Source: an optimization exercise on an open RTL-to-GDS flow (aim: small area). Production flows keep margins and buffers that such runs may drop.
No functional check of the RTL was part of this run.
Power and IR drop assume default switching activity.

<file path="flow/design.v">
module pe_first (
    input clk,
    input rst,
    input [7:0] a_in,
    input [7:0] b_in,
    output reg [15:0] accum_out
);
  wire n1;
  wire ntwo3;
  wire ny0_0_5;
  wire ny0_1_7;
  wire ny0_2_9;
  wire ny0_3_11;
  wire ny0_4_13;
  wire ny0_5_15;
  wire ny0_6_17;
  wire ny0_7_19;
  wire p0_0_21;
  wire p0_1_23;
  wire p0_2_25;
  wire p0_3_27;
  wire p0_4_29;
  wire p0_5_31;
  wire p0_6_33;
  wire p0_7_35;
  wire p0_8_37;
  wire none39;
  wire neq41;
  wire ntwo43;
  wire negc45;
  wire ny1_0_47;
  wire ny1_1_49;
  wire ny1_2_51;
  wire ny1_3_53;
  wire ny1_4_55;
  wire ny1_5_57;
  wire ny1_6_59;
  wire ny1_7_61;
  wire p1_0_63;
  wire p1_1_65;
  wire p1_2_67;
  wire p1_3_69;
  wire p1_4_71;
  wire p1_5_73;
  wire p1_6_75;
  wire p1_7_77;
  wire p1_8_79;
  wire none81;
  wire neq83;
  wire ntwo85;
  wire negc87;
  wire ny2_0_89;
  wire ny2_1_91;
  wire ny2_2_93;
  wire ny2_3_95;
  wire ny2_4_97;
  wire ny2_5_99;
  wire ny2_6_101;
  wire ny2_7_103;
  wire p2_0_105;
  wire p2_1_107;
  wire p2_2_109;
  wire p2_3_111;
  wire p2_4_113;
  wire p2_5_115;
  wire p2_6_117;
  wire p2_7_119;
  wire p2_8_121;
  wire none123;
  wire neq125;
  wire ntwo127;
  wire negc129;
  wire ny3_0_131;
  wire ny3_1_133;
  wire ny3_2_135;
  wire ny3_3_137;
  wire ny3_4_139;
  wire ny3_5_141;
  wire ny3_6_143;
  wire ny3_7_145;
  wire p3_0_147;
  wire p3_1_149;
  wire p3_2_151;
  wire p3_3_153;
  wire p3_4_155;
  wire p3_5_157;
  wire p3_6_159;
  wire p3_7_161;
  wire p3_8_163;
  wire s165;
  wire c166;
  wire s168;
  wire c169;
  wire s171;
  wire c172;
  wire s174;
  wire c175;
  wire s177;
  wire c178;
  wire s180;
  wire c181;
  wire s183;
  wire c184;
  wire s186;
  wire c187;
  wire s189;
  wire c190;
  wire s192;
  wire c193;
  wire s195;
  wire c196;
  wire s198;
  wire c199;
  wire s201;
  wire c202;
  wire s204;
  wire c205;
  wire s207;
  wire c208;
  wire s210;
  wire c211;
  wire s213;
  wire c214;
  wire s216;
  wire c217;
  wire s219;
  wire c220;
  wire s222;
  wire c223;
  wire s225;
  wire c226;
  wire s228;
  wire c229;
  wire s231;
  wire c232;
  wire s234;
  wire c235;
  wire s238;
  wire c239;
  wire s241;
  wire c242;
  wire s244;
  wire c245;
  wire s248;
  wire k249;
  wire s252;
  wire c253;
  wire s255;
  wire c256;
  wire s258;
  wire k259;
  wire pn260;
  wire gn261;
  wire s266;
  wire c267;
  wire s269;
  wire c270;
  wire s273;
  wire k274;
  wire s277;
  wire c278;
  wire s280;
  wire k281;
  wire pn282;
  wire gn283;
  wire s288;
  wire c289;
  wire s292;
  wire k293;
  wire s296;
  wire k297;
  wire pn298;
  wire gn299;
  wire x304;
  c_inv g2 (.a(b_in[0]), .y(n1));
  c_nand2 g4 (.a(b_in[1]), .b(n1), .y(ntwo3));
  c_xnor2 g6 (.a(a_in[0]), .b(b_in[1]), .y(ny0_0_5));
  c_xnor2 g8 (.a(a_in[1]), .b(b_in[1]), .y(ny0_1_7));
  c_xnor2 g10 (.a(a_in[2]), .b(b_in[1]), .y(ny0_2_9));
  c_xnor2 g12 (.a(a_in[3]), .b(b_in[1]), .y(ny0_3_11));
  c_xnor2 g14 (.a(a_in[4]), .b(b_in[1]), .y(ny0_4_13));
  c_xnor2 g16 (.a(a_in[5]), .b(b_in[1]), .y(ny0_5_15));
  c_xnor2 g18 (.a(a_in[6]), .b(b_in[1]), .y(ny0_6_17));
  c_xnor2 g20 (.a(a_in[7]), .b(b_in[1]), .y(ny0_7_19));
  c_o22ai g22 (.a1(n1), .a2(ny0_0_5), .b1(ntwo3), .b2(b_in[0]), .y(p0_0_21));
  c_o22ai g24 (.a1(n1), .a2(ny0_1_7), .b1(ntwo3), .b2(ny0_0_5), .y(p0_1_23));
  c_o22ai g26 (.a1(n1), .a2(ny0_2_9), .b1(ntwo3), .b2(ny0_1_7), .y(p0_2_25));
  c_o22ai g28 (.a1(n1), .a2(ny0_3_11), .b1(ntwo3), .b2(ny0_2_9), .y(p0_3_27));
  c_o22ai g30 (.a1(n1), .a2(ny0_4_13), .b1(ntwo3), .b2(ny0_3_11), .y(p0_4_29));
  c_o22ai g32 (.a1(n1), .a2(ny0_5_15), .b1(ntwo3), .b2(ny0_4_13), .y(p0_5_31));
  c_o22ai g34 (.a1(n1), .a2(ny0_6_17), .b1(ntwo3), .b2(ny0_5_15), .y(p0_6_33));
  c_o22ai g36 (.a1(n1), .a2(ny0_7_19), .b1(ntwo3), .b2(ny0_6_17), .y(p0_7_35));
  c_a21o g38 (.a1(n1), .a2(ntwo3), .b1(ny0_7_19), .x(p0_8_37));
  c_xnor2 g40 (.a(b_in[2]), .b(b_in[1]), .y(none39));
  c_xor2 g42 (.a(b_in[3]), .b(b_in[2]), .y(neq41));
  c_nand2 g44 (.a(none39), .b(neq41), .y(ntwo43));
  c_a21boi g46 (.a1(b_in[2]), .a2(b_in[1]), .b1_n(b_in[3]), .y(negc45));
  c_xnor2 g48 (.a(a_in[0]), .b(b_in[3]), .y(ny1_0_47));
  c_xnor2 g50 (.a(a_in[1]), .b(b_in[3]), .y(ny1_1_49));
  c_xnor2 g52 (.a(a_in[2]), .b(b_in[3]), .y(ny1_2_51));
  c_xnor2 g54 (.a(a_in[3]), .b(b_in[3]), .y(ny1_3_53));
  c_xnor2 g56 (.a(a_in[4]), .b(b_in[3]), .y(ny1_4_55));
  c_xnor2 g58 (.a(a_in[5]), .b(b_in[3]), .y(ny1_5_57));
  c_xnor2 g60 (.a(a_in[6]), .b(b_in[3]), .y(ny1_6_59));
  c_xnor2 g62 (.a(a_in[7]), .b(b_in[3]), .y(ny1_7_61));
  c_o22ai g64 (.a1(none39), .a2(ny1_0_47), .b1(ntwo43), .b2(b_in[2]), .y(p1_0_63));
  c_o22ai g66 (.a1(none39), .a2(ny1_1_49), .b1(ntwo43), .b2(ny1_0_47), .y(p1_1_65));
  c_o22ai g68 (.a1(none39), .a2(ny1_2_51), .b1(ntwo43), .b2(ny1_1_49), .y(p1_2_67));
  c_o22ai g70 (.a1(none39), .a2(ny1_3_53), .b1(ntwo43), .b2(ny1_2_51), .y(p1_3_69));
  c_o22ai g72 (.a1(none39), .a2(ny1_4_55), .b1(ntwo43), .b2(ny1_3_53), .y(p1_4_71));
  c_o22ai g74 (.a1(none39), .a2(ny1_5_57), .b1(ntwo43), .b2(ny1_4_55), .y(p1_5_73));
  c_o22ai g76 (.a1(none39), .a2(ny1_6_59), .b1(ntwo43), .b2(ny1_5_57), .y(p1_6_75));
  c_o22ai g78 (.a1(none39), .a2(ny1_7_61), .b1(ntwo43), .b2(ny1_6_59), .y(p1_7_77));
  c_a21o g80 (.a1(none39), .a2(ntwo43), .b1(ny1_7_61), .x(p1_8_79));
  c_xnor2 g82 (.a(b_in[4]), .b(b_in[3]), .y(none81));
  c_xor2 g84 (.a(b_in[5]), .b(b_in[4]), .y(neq83));
  c_nand2 g86 (.a(none81), .b(neq83), .y(ntwo85));
  c_a21boi g88 (.a1(b_in[4]), .a2(b_in[3]), .b1_n(b_in[5]), .y(negc87));
  c_xnor2 g90 (.a(a_in[0]), .b(b_in[5]), .y(ny2_0_89));
  c_xnor2 g92 (.a(a_in[1]), .b(b_in[5]), .y(ny2_1_91));
  c_xnor2 g94 (.a(a_in[2]), .b(b_in[5]), .y(ny2_2_93));
  c_xnor2 g96 (.a(a_in[3]), .b(b_in[5]), .y(ny2_3_95));
  c_xnor2 g98 (.a(a_in[4]), .b(b_in[5]), .y(ny2_4_97));
  c_xnor2 g100 (.a(a_in[5]), .b(b_in[5]), .y(ny2_5_99));
  c_xnor2 g102 (.a(a_in[6]), .b(b_in[5]), .y(ny2_6_101));
  c_xnor2 g104 (.a(a_in[7]), .b(b_in[5]), .y(ny2_7_103));
  c_o22ai g106 (.a1(none81), .a2(ny2_0_89), .b1(ntwo85), .b2(b_in[4]), .y(p2_0_105));
  c_o22ai g108 (.a1(none81), .a2(ny2_1_91), .b1(ntwo85), .b2(ny2_0_89), .y(p2_1_107));
  c_o22ai g110 (.a1(none81), .a2(ny2_2_93), .b1(ntwo85), .b2(ny2_1_91), .y(p2_2_109));
  c_o22ai g112 (.a1(none81), .a2(ny2_3_95), .b1(ntwo85), .b2(ny2_2_93), .y(p2_3_111));
  c_o22ai g114 (.a1(none81), .a2(ny2_4_97), .b1(ntwo85), .b2(ny2_3_95), .y(p2_4_113));
  c_o22ai g116 (.a1(none81), .a2(ny2_5_99), .b1(ntwo85), .b2(ny2_4_97), .y(p2_5_115));
  c_o22ai g118 (.a1(none81), .a2(ny2_6_101), .b1(ntwo85), .b2(ny2_5_99), .y(p2_6_117));
  c_o22ai g120 (.a1(none81), .a2(ny2_7_103), .b1(ntwo85), .b2(ny2_6_101), .y(p2_7_119));
  c_a21o g122 (.a1(none81), .a2(ntwo85), .b1(ny2_7_103), .x(p2_8_121));
  c_xnor2 g124 (.a(b_in[6]), .b(b_in[5]), .y(none123));
  c_xor2 g126 (.a(b_in[7]), .b(b_in[6]), .y(neq125));
  c_nand2 g128 (.a(none123), .b(neq125), .y(ntwo127));
  c_a21boi g130 (.a1(b_in[6]), .a2(b_in[5]), .b1_n(b_in[7]), .y(negc129));
  c_xnor2 g132 (.a(a_in[0]), .b(b_in[7]), .y(ny3_0_131));
  c_xnor2 g134 (.a(a_in[1]), .b(b_in[7]), .y(ny3_1_133));
  c_xnor2 g136 (.a(a_in[2]), .b(b_in[7]), .y(ny3_2_135));
  c_xnor2 g138 (.a(a_in[3]), .b(b_in[7]), .y(ny3_3_137));
  c_xnor2 g140 (.a(a_in[4]), .b(b_in[7]), .y(ny3_4_139));
  c_xnor2 g142 (.a(a_in[5]), .b(b_in[7]), .y(ny3_5_141));
  c_xnor2 g144 (.a(a_in[6]), .b(b_in[7]), .y(ny3_6_143));
  c_xnor2 g146 (.a(a_in[7]), .b(b_in[7]), .y(ny3_7_145));
  c_o22ai g148 (.a1(none123), .a2(ny3_0_131), .b1(ntwo127), .b2(b_in[6]), .y(p3_0_147));
  c_o22ai g150 (.a1(none123), .a2(ny3_1_133), .b1(ntwo127), .b2(ny3_0_131), .y(p3_1_149));
  c_o22ai g152 (.a1(none123), .a2(ny3_2_135), .b1(ntwo127), .b2(ny3_1_133), .y(p3_2_151));
  c_o22ai g154 (.a1(none123), .a2(ny3_3_137), .b1(ntwo127), .b2(ny3_2_135), .y(p3_3_153));
  c_o22ai g156 (.a1(none123), .a2(ny3_4_139), .b1(ntwo127), .b2(ny3_3_137), .y(p3_4_155));
  c_o22ai g158 (.a1(none123), .a2(ny3_5_141), .b1(ntwo127), .b2(ny3_4_139), .y(p3_5_157));
  c_o22ai g160 (.a1(none123), .a2(ny3_6_143), .b1(ntwo127), .b2(ny3_5_141), .y(p3_6_159));
  c_o22ai g162 (.a1(none123), .a2(ny3_7_145), .b1(ntwo127), .b2(ny3_6_143), .y(p3_7_161));
  c_a21o g164 (.a1(none123), .a2(ntwo127), .b1(ny3_7_145), .x(p3_8_163));
  c_ha g167 (.a(b_in[1]), .b(p0_0_21), .s(s165), .c(c166));
  c_ha g170 (.a(p0_1_23), .b(c166), .s(s168), .c(c169));
  c_fa g173 (.a(negc45), .b(p0_2_25), .ci(p1_0_63), .s(s171), .c(c172));
  c_ha g176 (.a(c169), .b(s171), .s(s174), .c(c175));
  c_fa g179 (.a(p0_3_27), .b(p1_1_65), .ci(c172), .s(s177), .c(c178));
  c_ha g182 (.a(c175), .b(s177), .s(s180), .c(c181));
  c_fa g185 (.a(negc87), .b(p0_4_29), .ci(p1_2_67), .s(s183), .c(c184));
  c_fa g188 (.a(p2_0_105), .b(s183), .ci(c178), .s(s186), .c(c187));
  c_ha g191 (.a(c181), .b(s186), .s(s189), .c(c190));
  c_fa g194 (.a(p0_5_31), .b(p1_3_69), .ci(p2_1_107), .s(s192), .c(c193));
  c_fa g197 (.a(c184), .b(s192), .ci(c187), .s(s195), .c(c196));
  c_ha g200 (.a(c190), .b(s195), .s(s198), .c(c199));
  c_fa g203 (.a(negc129), .b(p0_6_33), .ci(p1_4_71), .s(s201), .c(c202));
  c_fa g206 (.a(p2_2_109), .b(p3_0_147), .ci(c193), .s(s204), .c(c205));
  c_fa g209 (.a(s201), .b(s204), .ci(c196), .s(s207), .c(c208));
  c_ha g212 (.a(c199), .b(s207), .s(s210), .c(c211));
  c_fa g215 (.a(p0_7_35), .b(p1_5_73), .ci(p2_3_111), .s(s213), .c(c214));
  c_fa g218 (.a(p3_1_149), .b(c202), .ci(s213), .s(s216), .c(c217));
  c_fa g221 (.a(c205), .b(s216), .ci(c208), .s(s219), .c(c220));
  c_ha g224 (.a(c211), .b(s219), .s(s222), .c(c223));
  c_fa g227 (.a(p0_8_37), .b(p1_6_75), .ci(p2_4_113), .s(s225), .c(c226));
  c_fa g230 (.a(p3_2_151), .b(c214), .ci(s225), .s(s228), .c(c229));
  c_fa g233 (.a(c217), .b(s228), .ci(c220), .s(s231), .c(c232));
  c_xnor2 g236 (.a(c223), .b(s231), .y(s234));
  c_or2 g237 (.a(c223), .b(s231), .y(c235));
  c_fa g240 (.a(p1_7_77), .b(p2_5_115), .ci(p3_3_153), .s(s238), .c(c239));
  c_fa g243 (.a(c226), .b(s238), .ci(c229), .s(s241), .c(c242));
  c_xnor2 g246 (.a(s241), .b(c232), .y(s244));
  c_or2 g247 (.a(s241), .b(c232), .y(c245));
  c_xor2 g250 (.a(s244), .b(c235), .y(s248));
  c_nand2 g251 (.a(s244), .b(c235), .y(k249));
  c_fa g254 (.a(p1_8_79), .b(p2_6_117), .ci(p3_4_155), .s(s252), .c(c253));
  c_fa g257 (.a(c239), .b(s252), .ci(c242), .s(s255), .c(c256));
  c_xnor2 g262 (.a(s255), .b(c245), .y(pn260));
  c_nand2 g263 (.a(s255), .b(c245), .y(gn261));
  c_xor2 g264 (.a(pn260), .b(k249), .y(s258));
  c_o21ai g265 (.a1(pn260), .a2(k249), .b1(gn261), .y(k259));
  c_fa g268 (.a(p2_7_119), .b(p3_5_157), .ci(c253), .s(s266), .c(c267));
  c_xnor2 g271 (.a(s266), .b(c256), .y(s269));
  c_or2 g272 (.a(s266), .b(c256), .y(c270));
  c_xor2 g275 (.a(s269), .b(k259), .y(s273));
  c_nand2 g276 (.a(s269), .b(k259), .y(k274));
  c_fa g279 (.a(p2_8_121), .b(p3_6_159), .ci(c267), .s(s277), .c(c278));
  c_xnor2 g284 (.a(s277), .b(c270), .y(pn282));
  c_nand2 g285 (.a(s277), .b(c270), .y(gn283));
  c_xor2 g286 (.a(pn282), .b(k274), .y(s280));
  c_o21ai g287 (.a1(pn282), .a2(k274), .b1(gn283), .y(k281));
  c_xnor2 g290 (.a(p3_7_161), .b(c278), .y(s288));
  c_or2 g291 (.a(p3_7_161), .b(c278), .y(c289));
  c_xor2 g294 (.a(s288), .b(k281), .y(s292));
  c_nand2 g295 (.a(s288), .b(k281), .y(k293));
  c_xnor2 g300 (.a(p3_8_163), .b(c289), .y(pn298));
  c_nand2 g301 (.a(p3_8_163), .b(c289), .y(gn299));
  c_xor2 g302 (.a(pn298), .b(k293), .y(s296));
  c_o21ai g303 (.a1(pn298), .a2(k293), .b1(gn299), .y(k297));
  c_inv g305 (.a(k297), .y(x304));
  wire [15:0] sum = {x304, s296, s292, s280, s273, s258, s248, s234, s222, s210, s198, s189, s180, s174, s168, s165};
  always @(posedge clk or posedge rst) begin
    if (rst)
      accum_out <= 16'd0;
    else
      accum_out <= sum;
  end
endmodule
module pe_acc (
    input clk,
    input rst,
    input [7:0] a_in,
    input [7:0] b_in,
    input [15:0] accum_in,
    output reg [15:0] accum_out
);
  wire n1;
  wire ntwo3;
  wire ny0_0_5;
  wire ny0_1_7;
  wire ny0_2_9;
  wire ny0_3_11;
  wire ny0_4_13;
  wire ny0_5_15;
  wire ny0_6_17;
  wire ny0_7_19;
  wire p0_0_21;
  wire p0_1_23;
  wire p0_2_25;
  wire p0_3_27;
  wire p0_4_29;
  wire p0_5_31;
  wire p0_6_33;
  wire p0_7_35;
  wire p0_8_37;
  wire none39;
  wire neq41;
  wire ntwo43;
  wire negc45;
  wire ny1_0_47;
  wire ny1_1_49;
  wire ny1_2_51;
  wire ny1_3_53;
  wire ny1_4_55;
  wire ny1_5_57;
  wire ny1_6_59;
  wire ny1_7_61;
  wire p1_0_63;
  wire p1_1_65;
  wire p1_2_67;
  wire p1_3_69;
  wire p1_4_71;
  wire p1_5_73;
  wire p1_6_75;
  wire p1_7_77;
  wire p1_8_79;
  wire none81;
  wire neq83;
  wire ntwo85;
  wire negc87;
  wire ny2_0_89;
  wire ny2_1_91;
  wire ny2_2_93;
  wire ny2_3_95;
  wire ny2_4_97;
  wire ny2_5_99;
  wire ny2_6_101;
  wire ny2_7_103;
  wire p2_0_105;
  wire p2_1_107;
  wire p2_2_109;
  wire p2_3_111;
  wire p2_4_113;
  wire p2_5_115;
  wire p2_6_117;
  wire p2_7_119;
  wire p2_8_121;
  wire none123;
  wire neq125;
  wire ntwo127;
  wire negc129;
  wire ny3_0_131;
  wire ny3_1_133;
  wire ny3_2_135;
  wire ny3_3_137;
  wire ny3_4_139;
  wire ny3_5_141;
  wire ny3_6_143;
  wire ny3_7_145;
  wire p3_0_147;
  wire p3_1_149;
  wire p3_2_151;
  wire p3_3_153;
  wire p3_4_155;
  wire p3_5_157;
  wire p3_6_159;
  wire p3_7_161;
  wire p3_8_163;
  wire s165;
  wire c166;
  wire s168;
  wire c169;
  wire s171;
  wire c172;
  wire s174;
  wire c175;
  wire s177;
  wire c178;
  wire s180;
  wire c181;
  wire s183;
  wire c184;
  wire s186;
  wire c187;
  wire s189;
  wire c190;
  wire s192;
  wire c193;
  wire s195;
  wire c196;
  wire s198;
  wire c199;
  wire s201;
  wire c202;
  wire s204;
  wire c205;
  wire s207;
  wire c208;
  wire s210;
  wire c211;
  wire s213;
  wire c214;
  wire s216;
  wire c217;
  wire s219;
  wire c220;
  wire s222;
  wire c223;
  wire s225;
  wire c226;
  wire s228;
  wire c229;
  wire s231;
  wire c232;
  wire s234;
  wire c235;
  wire s238;
  wire k239;
  wire s242;
  wire c243;
  wire s245;
  wire c246;
  wire s248;
  wire c249;
  wire s251;
  wire s253;
  wire k254;
  wire pn255;
  wire gn256;
  wire s261;
  wire c262;
  wire s264;
  wire c265;
  wire s267;
  wire c268;
  wire s270;
  wire k271;
  wire p272;
  wire g273;
  wire s277;
  wire c278;
  wire s280;
  wire c281;
  wire s283;
  wire s285;
  wire k286;
  wire pn287;
  wire gn288;
  wire s293;
  wire c294;
  wire s296;
  wire c297;
  wire s299;
  wire k300;
  wire p301;
  wire g302;
  wire s306;
  wire c307;
  wire s309;
  wire s311;
  wire k312;
  wire pn313;
  wire gn314;
  wire s319;
  wire c320;
  wire s322;
  wire k323;
  wire p324;
  wire g325;
  wire x329;
  wire x331;
  c_inv g2 (.a(b_in[0]), .y(n1));
  c_nand2 g4 (.a(b_in[1]), .b(n1), .y(ntwo3));
  c_xnor2 g6 (.a(a_in[0]), .b(b_in[1]), .y(ny0_0_5));
  c_xnor2 g8 (.a(a_in[1]), .b(b_in[1]), .y(ny0_1_7));
  c_xnor2 g10 (.a(a_in[2]), .b(b_in[1]), .y(ny0_2_9));
  c_xnor2 g12 (.a(a_in[3]), .b(b_in[1]), .y(ny0_3_11));
  c_xnor2 g14 (.a(a_in[4]), .b(b_in[1]), .y(ny0_4_13));
  c_xnor2 g16 (.a(a_in[5]), .b(b_in[1]), .y(ny0_5_15));
  c_xnor2 g18 (.a(a_in[6]), .b(b_in[1]), .y(ny0_6_17));
  c_xnor2 g20 (.a(a_in[7]), .b(b_in[1]), .y(ny0_7_19));
  c_o22ai g22 (.a1(n1), .a2(ny0_0_5), .b1(ntwo3), .b2(b_in[0]), .y(p0_0_21));
  c_o22ai g24 (.a1(n1), .a2(ny0_1_7), .b1(ntwo3), .b2(ny0_0_5), .y(p0_1_23));
  c_o22ai g26 (.a1(n1), .a2(ny0_2_9), .b1(ntwo3), .b2(ny0_1_7), .y(p0_2_25));
  c_o22ai g28 (.a1(n1), .a2(ny0_3_11), .b1(ntwo3), .b2(ny0_2_9), .y(p0_3_27));
  c_o22ai g30 (.a1(n1), .a2(ny0_4_13), .b1(ntwo3), .b2(ny0_3_11), .y(p0_4_29));
  c_o22ai g32 (.a1(n1), .a2(ny0_5_15), .b1(ntwo3), .b2(ny0_4_13), .y(p0_5_31));
  c_o22ai g34 (.a1(n1), .a2(ny0_6_17), .b1(ntwo3), .b2(ny0_5_15), .y(p0_6_33));
  c_o22ai g36 (.a1(n1), .a2(ny0_7_19), .b1(ntwo3), .b2(ny0_6_17), .y(p0_7_35));
  c_a21o g38 (.a1(n1), .a2(ntwo3), .b1(ny0_7_19), .x(p0_8_37));
  c_xnor2 g40 (.a(b_in[2]), .b(b_in[1]), .y(none39));
  c_xor2 g42 (.a(b_in[3]), .b(b_in[2]), .y(neq41));
  c_nand2 g44 (.a(none39), .b(neq41), .y(ntwo43));
  c_a21boi g46 (.a1(b_in[2]), .a2(b_in[1]), .b1_n(b_in[3]), .y(negc45));
  c_xnor2 g48 (.a(a_in[0]), .b(b_in[3]), .y(ny1_0_47));
  c_xnor2 g50 (.a(a_in[1]), .b(b_in[3]), .y(ny1_1_49));
  c_xnor2 g52 (.a(a_in[2]), .b(b_in[3]), .y(ny1_2_51));
  c_xnor2 g54 (.a(a_in[3]), .b(b_in[3]), .y(ny1_3_53));
  c_xnor2 g56 (.a(a_in[4]), .b(b_in[3]), .y(ny1_4_55));
  c_xnor2 g58 (.a(a_in[5]), .b(b_in[3]), .y(ny1_5_57));
  c_xnor2 g60 (.a(a_in[6]), .b(b_in[3]), .y(ny1_6_59));
  c_xnor2 g62 (.a(a_in[7]), .b(b_in[3]), .y(ny1_7_61));
  c_o22ai g64 (.a1(none39), .a2(ny1_0_47), .b1(ntwo43), .b2(b_in[2]), .y(p1_0_63));
  c_o22ai g66 (.a1(none39), .a2(ny1_1_49), .b1(ntwo43), .b2(ny1_0_47), .y(p1_1_65));
  c_o22ai g68 (.a1(none39), .a2(ny1_2_51), .b1(ntwo43), .b2(ny1_1_49), .y(p1_2_67));
  c_o22ai g70 (.a1(none39), .a2(ny1_3_53), .b1(ntwo43), .b2(ny1_2_51), .y(p1_3_69));
  c_o22ai g72 (.a1(none39), .a2(ny1_4_55), .b1(ntwo43), .b2(ny1_3_53), .y(p1_4_71));
  c_o22ai g74 (.a1(none39), .a2(ny1_5_57), .b1(ntwo43), .b2(ny1_4_55), .y(p1_5_73));
  c_o22ai g76 (.a1(none39), .a2(ny1_6_59), .b1(ntwo43), .b2(ny1_5_57), .y(p1_6_75));
  c_o22ai g78 (.a1(none39), .a2(ny1_7_61), .b1(ntwo43), .b2(ny1_6_59), .y(p1_7_77));
  c_a21o g80 (.a1(none39), .a2(ntwo43), .b1(ny1_7_61), .x(p1_8_79));
  c_xnor2 g82 (.a(b_in[4]), .b(b_in[3]), .y(none81));
  c_xor2 g84 (.a(b_in[5]), .b(b_in[4]), .y(neq83));
  c_nand2 g86 (.a(none81), .b(neq83), .y(ntwo85));
  c_a21boi g88 (.a1(b_in[4]), .a2(b_in[3]), .b1_n(b_in[5]), .y(negc87));
  c_xnor2 g90 (.a(a_in[0]), .b(b_in[5]), .y(ny2_0_89));
  c_xnor2 g92 (.a(a_in[1]), .b(b_in[5]), .y(ny2_1_91));
  c_xnor2 g94 (.a(a_in[2]), .b(b_in[5]), .y(ny2_2_93));
  c_xnor2 g96 (.a(a_in[3]), .b(b_in[5]), .y(ny2_3_95));
  c_xnor2 g98 (.a(a_in[4]), .b(b_in[5]), .y(ny2_4_97));
  c_xnor2 g100 (.a(a_in[5]), .b(b_in[5]), .y(ny2_5_99));
  c_xnor2 g102 (.a(a_in[6]), .b(b_in[5]), .y(ny2_6_101));
  c_xnor2 g104 (.a(a_in[7]), .b(b_in[5]), .y(ny2_7_103));
  c_o22ai g106 (.a1(none81), .a2(ny2_0_89), .b1(ntwo85), .b2(b_in[4]), .y(p2_0_105));
  c_o22ai g108 (.a1(none81), .a2(ny2_1_91), .b1(ntwo85), .b2(ny2_0_89), .y(p2_1_107));
  c_o22ai g110 (.a1(none81), .a2(ny2_2_93), .b1(ntwo85), .b2(ny2_1_91), .y(p2_2_109));
  c_o22ai g112 (.a1(none81), .a2(ny2_3_95), .b1(ntwo85), .b2(ny2_2_93), .y(p2_3_111));
  c_o22ai g114 (.a1(none81), .a2(ny2_4_97), .b1(ntwo85), .b2(ny2_3_95), .y(p2_4_113));
  c_o22ai g116 (.a1(none81), .a2(ny2_5_99), .b1(ntwo85), .b2(ny2_4_97), .y(p2_5_115));
  c_o22ai g118 (.a1(none81), .a2(ny2_6_101), .b1(ntwo85), .b2(ny2_5_99), .y(p2_6_117));
  c_o22ai g120 (.a1(none81), .a2(ny2_7_103), .b1(ntwo85), .b2(ny2_6_101), .y(p2_7_119));
  c_a21o g122 (.a1(none81), .a2(ntwo85), .b1(ny2_7_103), .x(p2_8_121));
  c_xnor2 g124 (.a(b_in[6]), .b(b_in[5]), .y(none123));
  c_xor2 g126 (.a(b_in[7]), .b(b_in[6]), .y(neq125));
  c_nand2 g128 (.a(none123), .b(neq125), .y(ntwo127));
  c_a21boi g130 (.a1(b_in[6]), .a2(b_in[5]), .b1_n(b_in[7]), .y(negc129));
  c_xnor2 g132 (.a(a_in[0]), .b(b_in[7]), .y(ny3_0_131));
  c_xnor2 g134 (.a(a_in[1]), .b(b_in[7]), .y(ny3_1_133));
  c_xnor2 g136 (.a(a_in[2]), .b(b_in[7]), .y(ny3_2_135));
  c_xnor2 g138 (.a(a_in[3]), .b(b_in[7]), .y(ny3_3_137));
  c_xnor2 g140 (.a(a_in[4]), .b(b_in[7]), .y(ny3_4_139));
  c_xnor2 g142 (.a(a_in[5]), .b(b_in[7]), .y(ny3_5_141));
  c_xnor2 g144 (.a(a_in[6]), .b(b_in[7]), .y(ny3_6_143));
  c_xnor2 g146 (.a(a_in[7]), .b(b_in[7]), .y(ny3_7_145));
  c_o22ai g148 (.a1(none123), .a2(ny3_0_131), .b1(ntwo127), .b2(b_in[6]), .y(p3_0_147));
  c_o22ai g150 (.a1(none123), .a2(ny3_1_133), .b1(ntwo127), .b2(ny3_0_131), .y(p3_1_149));
  c_o22ai g152 (.a1(none123), .a2(ny3_2_135), .b1(ntwo127), .b2(ny3_1_133), .y(p3_2_151));
  c_o22ai g154 (.a1(none123), .a2(ny3_3_137), .b1(ntwo127), .b2(ny3_2_135), .y(p3_3_153));
  c_o22ai g156 (.a1(none123), .a2(ny3_4_139), .b1(ntwo127), .b2(ny3_3_137), .y(p3_4_155));
  c_o22ai g158 (.a1(none123), .a2(ny3_5_141), .b1(ntwo127), .b2(ny3_4_139), .y(p3_5_157));
  c_o22ai g160 (.a1(none123), .a2(ny3_6_143), .b1(ntwo127), .b2(ny3_5_141), .y(p3_6_159));
  c_o22ai g162 (.a1(none123), .a2(ny3_7_145), .b1(ntwo127), .b2(ny3_6_143), .y(p3_7_161));
  c_a21o g164 (.a1(none123), .a2(ntwo127), .b1(ny3_7_145), .x(p3_8_163));
  c_fa g167 (.a(accum_in[0]), .b(b_in[1]), .ci(p0_0_21), .s(s165), .c(c166));
  c_fa g170 (.a(accum_in[1]), .b(p0_1_23), .ci(c166), .s(s168), .c(c169));
  c_fa g173 (.a(accum_in[2]), .b(negc45), .ci(p0_2_25), .s(s171), .c(c172));
  c_fa g176 (.a(p1_0_63), .b(s171), .ci(c169), .s(s174), .c(c175));
  c_fa g179 (.a(accum_in[3]), .b(p0_3_27), .ci(p1_1_65), .s(s177), .c(c178));
  c_fa g182 (.a(c172), .b(s177), .ci(c175), .s(s180), .c(c181));
  c_fa g185 (.a(accum_in[4]), .b(negc87), .ci(p0_4_29), .s(s183), .c(c184));
  c_fa g188 (.a(p1_2_67), .b(p2_0_105), .ci(s183), .s(s186), .c(c187));
  c_fa g191 (.a(c178), .b(s186), .ci(c181), .s(s189), .c(c190));
  c_fa g194 (.a(accum_in[5]), .b(p0_5_31), .ci(p1_3_69), .s(s192), .c(c193));
  c_fa g197 (.a(p2_1_107), .b(c184), .ci(s192), .s(s195), .c(c196));
  c_fa g200 (.a(c187), .b(s195), .ci(c190), .s(s198), .c(c199));
  c_fa g203 (.a(accum_in[6]), .b(negc129), .ci(p0_6_33), .s(s201), .c(c202));
  c_fa g206 (.a(p1_4_71), .b(p2_2_109), .ci(p3_0_147), .s(s204), .c(c205));
  c_fa g209 (.a(s201), .b(c193), .ci(s204), .s(s207), .c(c208));
  c_fa g212 (.a(c196), .b(s207), .ci(c199), .s(s210), .c(c211));
  c_fa g215 (.a(accum_in[7]), .b(p0_7_35), .ci(p1_5_73), .s(s213), .c(c214));
  c_fa g218 (.a(p2_3_111), .b(p3_1_149), .ci(c202), .s(s216), .c(c217));
  c_fa g221 (.a(c205), .b(s213), .ci(s216), .s(s219), .c(c220));
  c_fa g224 (.a(c208), .b(s219), .ci(c211), .s(s222), .c(c223));
  c_fa g227 (.a(accum_in[8]), .b(p0_8_37), .ci(p1_6_75), .s(s225), .c(c226));
  c_fa g230 (.a(p2_4_113), .b(p3_2_151), .ci(c214), .s(s228), .c(c229));
  c_fa g233 (.a(s225), .b(c217), .ci(s228), .s(s231), .c(c232));
  c_xnor2 g236 (.a(c220), .b(s231), .y(s234));
  c_or2 g237 (.a(c220), .b(s231), .y(c235));
  c_xor2 g240 (.a(s234), .b(c223), .y(s238));
  c_nand2 g241 (.a(s234), .b(c223), .y(k239));
  c_fa g244 (.a(accum_in[9]), .b(p1_7_77), .ci(p2_5_115), .s(s242), .c(c243));
  c_fa g247 (.a(p3_3_153), .b(c226), .ci(s242), .s(s245), .c(c246));
  c_fa g250 (.a(c229), .b(s245), .ci(c232), .s(s248), .c(c249));
  c_inv g252 (.a(s248), .y(s251));
  c_xnor2 g257 (.a(c235), .b(s251), .y(pn255));
  c_nand2 g258 (.a(c235), .b(s251), .y(gn256));
  c_xor2 g259 (.a(pn255), .b(k239), .y(s253));
  c_o21ai g260 (.a1(pn255), .a2(k239), .b1(gn256), .y(k254));
  c_fa g263 (.a(accum_in[10]), .b(p1_8_79), .ci(p2_6_117), .s(s261), .c(c262));
  c_fa g266 (.a(p3_4_155), .b(c243), .ci(s261), .s(s264), .c(c265));
  c_fa g269 (.a(c246), .b(s264), .ci(c249), .s(s267), .c(c268));
  c_ha g274 (.a(s248), .b(s267), .s(p272), .c(g273));
  c_xor2 g275 (.a(p272), .b(k254), .y(s270));
  c_a21oi g276 (.a1(p272), .a2(k254), .b1(g273), .y(k271));
  c_fa g279 (.a(accum_in[11]), .b(p2_7_119), .ci(p3_5_157), .s(s277), .c(c278));
  c_fa g282 (.a(c262), .b(s277), .ci(c265), .s(s280), .c(c281));
  c_inv g284 (.a(s280), .y(s283));
  c_xnor2 g289 (.a(s283), .b(c268), .y(pn287));
  c_nand2 g290 (.a(s283), .b(c268), .y(gn288));
  c_xor2 g291 (.a(pn287), .b(k271), .y(s285));
  c_o21ai g292 (.a1(pn287), .a2(k271), .b1(gn288), .y(k286));
  c_fa g295 (.a(accum_in[12]), .b(p2_8_121), .ci(p3_6_159), .s(s293), .c(c294));
  c_fa g298 (.a(c278), .b(s293), .ci(c281), .s(s296), .c(c297));
  c_ha g303 (.a(s280), .b(s296), .s(p301), .c(g302));
  c_xor2 g304 (.a(p301), .b(k286), .y(s299));
  c_a21oi g305 (.a1(p301), .a2(k286), .b1(g302), .y(k300));
  c_fa g308 (.a(accum_in[13]), .b(p3_7_161), .ci(c294), .s(s306), .c(c307));
  c_inv g310 (.a(s306), .y(s309));
  c_xnor2 g315 (.a(s309), .b(c297), .y(pn313));
  c_nand2 g316 (.a(s309), .b(c297), .y(gn314));
  c_xor2 g317 (.a(pn313), .b(k300), .y(s311));
  c_o21ai g318 (.a1(pn313), .a2(k300), .b1(gn314), .y(k312));
  c_fa g321 (.a(accum_in[14]), .b(p3_8_163), .ci(c307), .s(s319), .c(c320));
  c_ha g326 (.a(s306), .b(s319), .s(p324), .c(g325));
  c_xor2 g327 (.a(p324), .b(k312), .y(s322));
  c_a21oi g328 (.a1(p324), .a2(k312), .b1(g325), .y(k323));
  c_xor2 g330 (.a(accum_in[15]), .b(c320), .y(x329));
  c_xor2 g332 (.a(x329), .b(k323), .y(x331));
  wire [15:0] sum = {x331, s322, s311, s299, s285, s270, s253, s238, s222, s210, s198, s189, s180, s174, s168, s165};
  always @(posedge clk or posedge rst) begin
    if (rst)
      accum_out <= 16'd0;
    else
      accum_out <= sum;
  end
endmodule
module c_inv (input a, output y);
  assign y = ~a;
endmodule
module c_and2 (input a, input b, output y);
  assign y = a & b;
endmodule
module c_nand2 (input a, input b, output y);
  assign y = ~(a & b);
endmodule
module c_nor2 (input a, input b, output y);
  assign y = ~(a | b);
endmodule
module c_or2 (input a, input b, output y);
  assign y = a | b;
endmodule
module c_xor2 (input a, input b, output y);
  assign y = a ^ b;
endmodule
module c_xnor2 (input a, input b, output y);
  assign y = ~(a ^ b);
endmodule
module c_a21oi (input a1, input a2, input b1, output y);
  assign y = ~((a1 & a2) | b1);
endmodule
module c_o21ai (input a1, input a2, input b1, output y);
  assign y = ~((a1 | a2) & b1);
endmodule
module c_a22oi (input a1, input a2, input b1, input b2, output y);
  assign y = ~((a1 & a2) | (b1 & b2));
endmodule
module c_o22ai (input a1, input a2, input b1, input b2, output y);
  assign y = ~((a1 | a2) & (b1 | b2));
endmodule
module c_a21o (input a1, input a2, input b1, output x);
  assign x = (a1 & a2) | b1;
endmodule
module c_a21boi (input a1, input a2, input b1_n, output y);
  assign y = ~((a1 & a2) | ~b1_n);
endmodule
module c_ha (input a, input b, output s, output c);
  assign s = a ^ b;
  assign c = a & b;
endmodule
module c_fa (input a, input b, input ci, output s, output c);
  assign s = a ^ b ^ ci;
  assign c = (a & b) | (a & ci) | (b & ci);
endmodule
module systolic_array #(parameter DATA_WIDTH = 8, SIZE = 4) (
    input clk,
    input rst,
    input [DATA_WIDTH*SIZE*SIZE-1:0] a_in,
    input [DATA_WIDTH*SIZE*SIZE-1:0] b_in,
    output [2*DATA_WIDTH*SIZE*SIZE-1:0] result
);
wire [2*DATA_WIDTH-1:0] accum [0:SIZE-1][0:SIZE-1];
generate
    genvar i, j;
    for (i = 0; i < SIZE; i = i + 1) begin : row
        for (j = 0; j < SIZE; j = j + 1) begin : col
            if (i == 0) begin : first
                pe_first pe (
                    .clk(clk), .rst(rst),
                    .a_in(a_in[(i * SIZE + j) * DATA_WIDTH +: DATA_WIDTH]),
                    .b_in(b_in[(i * SIZE + j) * DATA_WIDTH +: DATA_WIDTH]),
                    .accum_out(accum[i][j])
                );
            end else begin : rest
                pe_acc pe (
                    .clk(clk), .rst(rst),
                    .a_in(a_in[(i * SIZE + j) * DATA_WIDTH +: DATA_WIDTH]),
                    .b_in(b_in[(i * SIZE + j) * DATA_WIDTH +: DATA_WIDTH]),
                    .accum_in(accum[i-1][j]),
                    .accum_out(accum[i][j])
                );
            end
            assign result[(i * SIZE + j) * 2 * DATA_WIDTH +: 2 * DATA_WIDTH] = accum[i][j];
        end
    end
endgenerate
endmodule
</file>
<file path="flow/flow/run.sh">
#!/bin/bash
# Layout flow: the standard ORFS flow (standard.sh), with
#  - the AOI21, AOI22 and AOI21B gates that synthesis sized to drive strength 2 set back to
#    the smallest drive strength (same function; timing repair may upsize them again),
#  - the port buffers made from the smallest buffer cell (buf_1) instead of
#    the default delay buffer, and
#  - clock tree synthesis with small clusters of clkbuf_4 and no dummy loads.
# Each tool's full output is in the ORFS logs under orfs/logs/; the make
# output is in synth.log and standard.log.
set -euo pipefail
export BUFFER_PORTS_ARGS="-buffer_cell sky130_fd_sc_hd__buf_1"
export CTS_ARGS="-sink_clustering_enable -repair_clock_nets -dont_use_dummy_load -sink_clustering_size 8 -sink_clustering_max_diameter 50 -buf_list {sky130_fd_sc_hd__clkbuf_4}"
RES=orfs/results/sky130hd/systolic_array/base
bash standard.sh synth > synth.log 2>&1
sed -i -e "s/sky130_fd_sc_hd__a21oi_2 /sky130_fd_sc_hd__a21oi_1 /" -e "s/sky130_fd_sc_hd__a22oi_2 /sky130_fd_sc_hd__a22oi_1 /" -e "s/sky130_fd_sc_hd__a21boi_2 /sky130_fd_sc_hd__a21boi_0 /" $RES/1_2_yosys.v
rm -f $RES/1_synth.odb $RES/1_synth.sdc
bash standard.sh > standard.log 2>&1
</file>
<file path="flow/standard.sh">
#!/bin/bash
# synth_recipe.tcl (not shown) runs the flow's synth.tcl, then flattens the netlist and writes it again
# the make line also repeats each setting of config.mk as NAME=value (left out here)
make -C /OpenROAD-flow-scripts/flow DESIGN_CONFIG=/design/flow/config.mk WORK_HOME=/design/flow/orfs CLKGATE_MAP_FILE= SYNTH_SCRIPT=/design/flow/synth_recipe.tcl "${@:-finish}"
</file>
<file path="flow/config.mk">
export PLATFORM = sky130hd
export DESIGN_NAME = systolic_array
export DESIGN_NICKNAME = systolic_array
export VERILOG_FILES = /design/flow/design.v
export SDC_FILE = /design/flow/constraint.sdc
export NUM_CORES = 4
export LEC_CHECK = 0
export CAP_MARGIN = 20
export CORE_MARGIN = 2
export CORE_UTILIZATION = 40
export GPL_TIMING_DRIVEN = 0
export SLEW_MARGIN = 20
export SYNTH_HIERARCHICAL = 1
</file>
<file path="flow/constraint.sdc">
create_clock -name core_clock -period 6.5 [get_ports {clk}]
set_input_delay 1.3000 -clock core_clock [delete_from_list [all_inputs] [get_ports {clk}]]
set_output_delay 1.3000 -clock core_clock [all_outputs]
set_load 0.01 [all_outputs]
</file>
==> flow_summary.toml <==
[route]
vias = 21900
drtIter0Drc = 1445
drt_first_pass_iters = 5
antenna_left = 0
wl_um = 80100
post_drt_wl_per_cell_um = 19.4
drc = 0
drt-vias-per-instance = 5.30

[clock_tree]
ctsHtreeMaxLevel = 2
cts_root_buf = "clkbuf_4"
clk_pin_slew_ps = 80
postCtsHoldBufs = 0
cts_repair_resize_count = 0
cts_tree = "yes"
insertion_delay_ps = 800
post_cts_buffers = 0
numCtsBuffers = 53
cts_buffer_depth = 3
cts.sinks = 256

[critical_path]
critical_path_class = "input port to register"
arrival_ps = 6990
r2r_slack_ps = 1210
end_kind = "register"
crit_path_max_fanout = 12
required_ps = 7180
start_kind = "input port"

[logic_synthesis]
yosys_warnings = 9
syn_area_mm2 = 0.0299
syn_nets = 3418
avgSynthCellArea_um2 = 11.6
syn_inst = 2588

[sta]
worst_pin_slew_ps = 868
slew_violations = 0
finalSetupTns_ps = 0
finalCriticalPeriod_ps = 6310
setup_ws_ps = 192
post-route-period-util = 0.970
finClkSkew_ps = 108
finalSetupViolCount = 0
maxSlewHeadroom = 0.417
hold_slack_ps = 562
max_freq_mhz = 159
hold_viol_final = 0

[placement]
pre_cts_ws_ps = -517
dpl.hpwl_um = 69000
globalplace.congestion = 0.919
port_buffers = 513

[floorplan]
die_w_um = 277
start_util = 0.403
ioPinCount = 514
placementRows = 100
die_h_um = 277
fp.coreArea_mm2 = 0.0742
dieArea_mm2 = 0.0770

[global_routing]
grt_first_pass_wirelength_um = 125000
grt_usage = 0.206
grt_max_degree = 17
gr-usage-met3 = 0.0355
use_met1 = 0.288
antenna_found_initial = 10
met2_usage = 0.330
grt_overflow = 0
grt_most_used_layer = "met2"
grt_pass1_vias = 22400

[status]
status = "finished clean"

[cells_and_area]
areaGrowthSynthToFinish_pct = 12.0
regArea_mm2 = 0.00641
fin_util = 0.452
multi_input_area_mm2 = 0.0233
drive_gt1_frac = 0.0193
fin_nets = 3986
nFillCells = 7270

[power_and_ir_drop]
leakagePower_nw = 12.5
ir_drop_v = 0.000317
power_density_mw_per_mm2 = 627

[flow_run]
cap_viol_max_count = 0

[min_path]
hp-class = "register to register"
critical path, stage by stage:
cell     delay [ps]
buf_1           590
xnor2_1         220
o22ai_1         160
fa_1            400
fa_1            390
fa_1            420
fa_1            400
fa_1            390
fa_1            390
fa_1            390
fa_1            410
nand2_1         110
o21ai_1         120
a21oi_1         260
o21ai_1         160
a21oi_1         240
o21ai_1         150
a21oi_1         170
xor2_1          300
placed cells by master (no fill, tap or decap):
| cell type | count |
|---|---|
| a21boi_0 | 48 |
| a21o_1 | 64 |
| a21oi_1 | 36 |
| buf_1 | 511 |
| buf_2 | 1 |
| clkbuf_2 | 1 |
| clkbuf_4 | 53 |
| dfrtp_1 | 256 |
| diode_2 | 6 |
| fa_1 | 504 |
| ha_1 | 68 |
| inv_1 | 72 |
| nand2_1 | 136 |
| o21ai_1 | 48 |
| o22ai_1 | 512 |
| or2_1 | 28 |
| xnor2_1 | 630 |
| xnor2_2 | 6 |
| xor2_1 | 180 |
area by class of cell:
| class | count | area share |
|---|---|---|
| antenna | 6 | 0.000448 |
| clock buffer | 53 | 0.0119 |
| inverter | 72 | 0.00806 |
| multi-input combinational | 2260 | 0.695 |
| sequential | 256 | 0.191 |
| tap | 969 | 0.0362 |
| timing repair buffer | 513 | 0.0575 |
where the power goes:
group	total, mW	leakage, nW	internal (mW)	switching [mW]
Clock	0.951	0.244	0.367	0.585
Sequential	3.80	2.99	2.96	0.843
Combinational	16.3	9.28	7.19	9.08
path summary, 6_finish.rpt:
path                                                  endpoint  cells past startpoint                           startpoint
hold / removal              row[3].col[0].rest.pe.accum_out[0]                      1   row[2].col[0].rest.pe.accum_out[0]
hold reg to reg             row[3].col[0].rest.pe.accum_out[0]                      1   row[2].col[0].rest.pe.accum_out[0]
setup / recovery           row[1].col[1].rest.pe.accum_out[15]                     19                             b_in[41]
max in group asynchronous  row[3].col[2].rest.pe.accum_out[15]                      2                                  rst
setup reg to reg           row[1].col[1].rest.pe.accum_out[15]                     16  row[0].col[1].first.pe.accum_out[0]
min in group asynchronous  row[0].col[0].first.pe.accum_out[0]                      2                                  rst
metrics by stage:
step / std cells / power [mW] / instance area (um2)
floorplan: 2588 / 16.3 / 29900
CTS: 4123 / 21.4 / 33500
finish: 4129 / 21.0 / 33500
global placement: 4070 / 20.0 / 33100
global route: 4128 / 23.8 / 33500
detailed placement: 4070 / 20.4 / 33100
state kept, by name, summed over array words and instances (netlist names):
name                        cells
row.col.first.pe.accum_out     64
row.col.rest.pe.accum_out     192
routing by layer:
layer,routed length (um),part of all wire
met5,66,0.00082
met2,37100,0.46
met1,36500,0.46
met4,1950,0.024
met3,4450,0.056

separate check: timing with driven ports:
In the flow no input, the clock included, has a driving cell. The finished layout below was timed again as built, in two steps. Step 1, drivers: a clkbuf_16 drives clk and a buf_2 each remaining input, both assumed. Step 2, shift: input delay + t, output delay - t, t = (earliest + latest rising clock arrival at the registers) / 2. This alone moves slack from input paths to output paths. Slacks: ideal ports / drivers / drivers and shift; pairs: ideal ports / drivers.
t, ns: 0.807
setup WS [ns]: 0.192 / 0.218 / -0.589
worst data-port slew with drivers (ns): 0.09
With both steps, setup timing fails in this run, where it was met with ideal ports. The setup slack of this run moves by +0.026 ns with the drivers and by -0.781 ns with both steps.
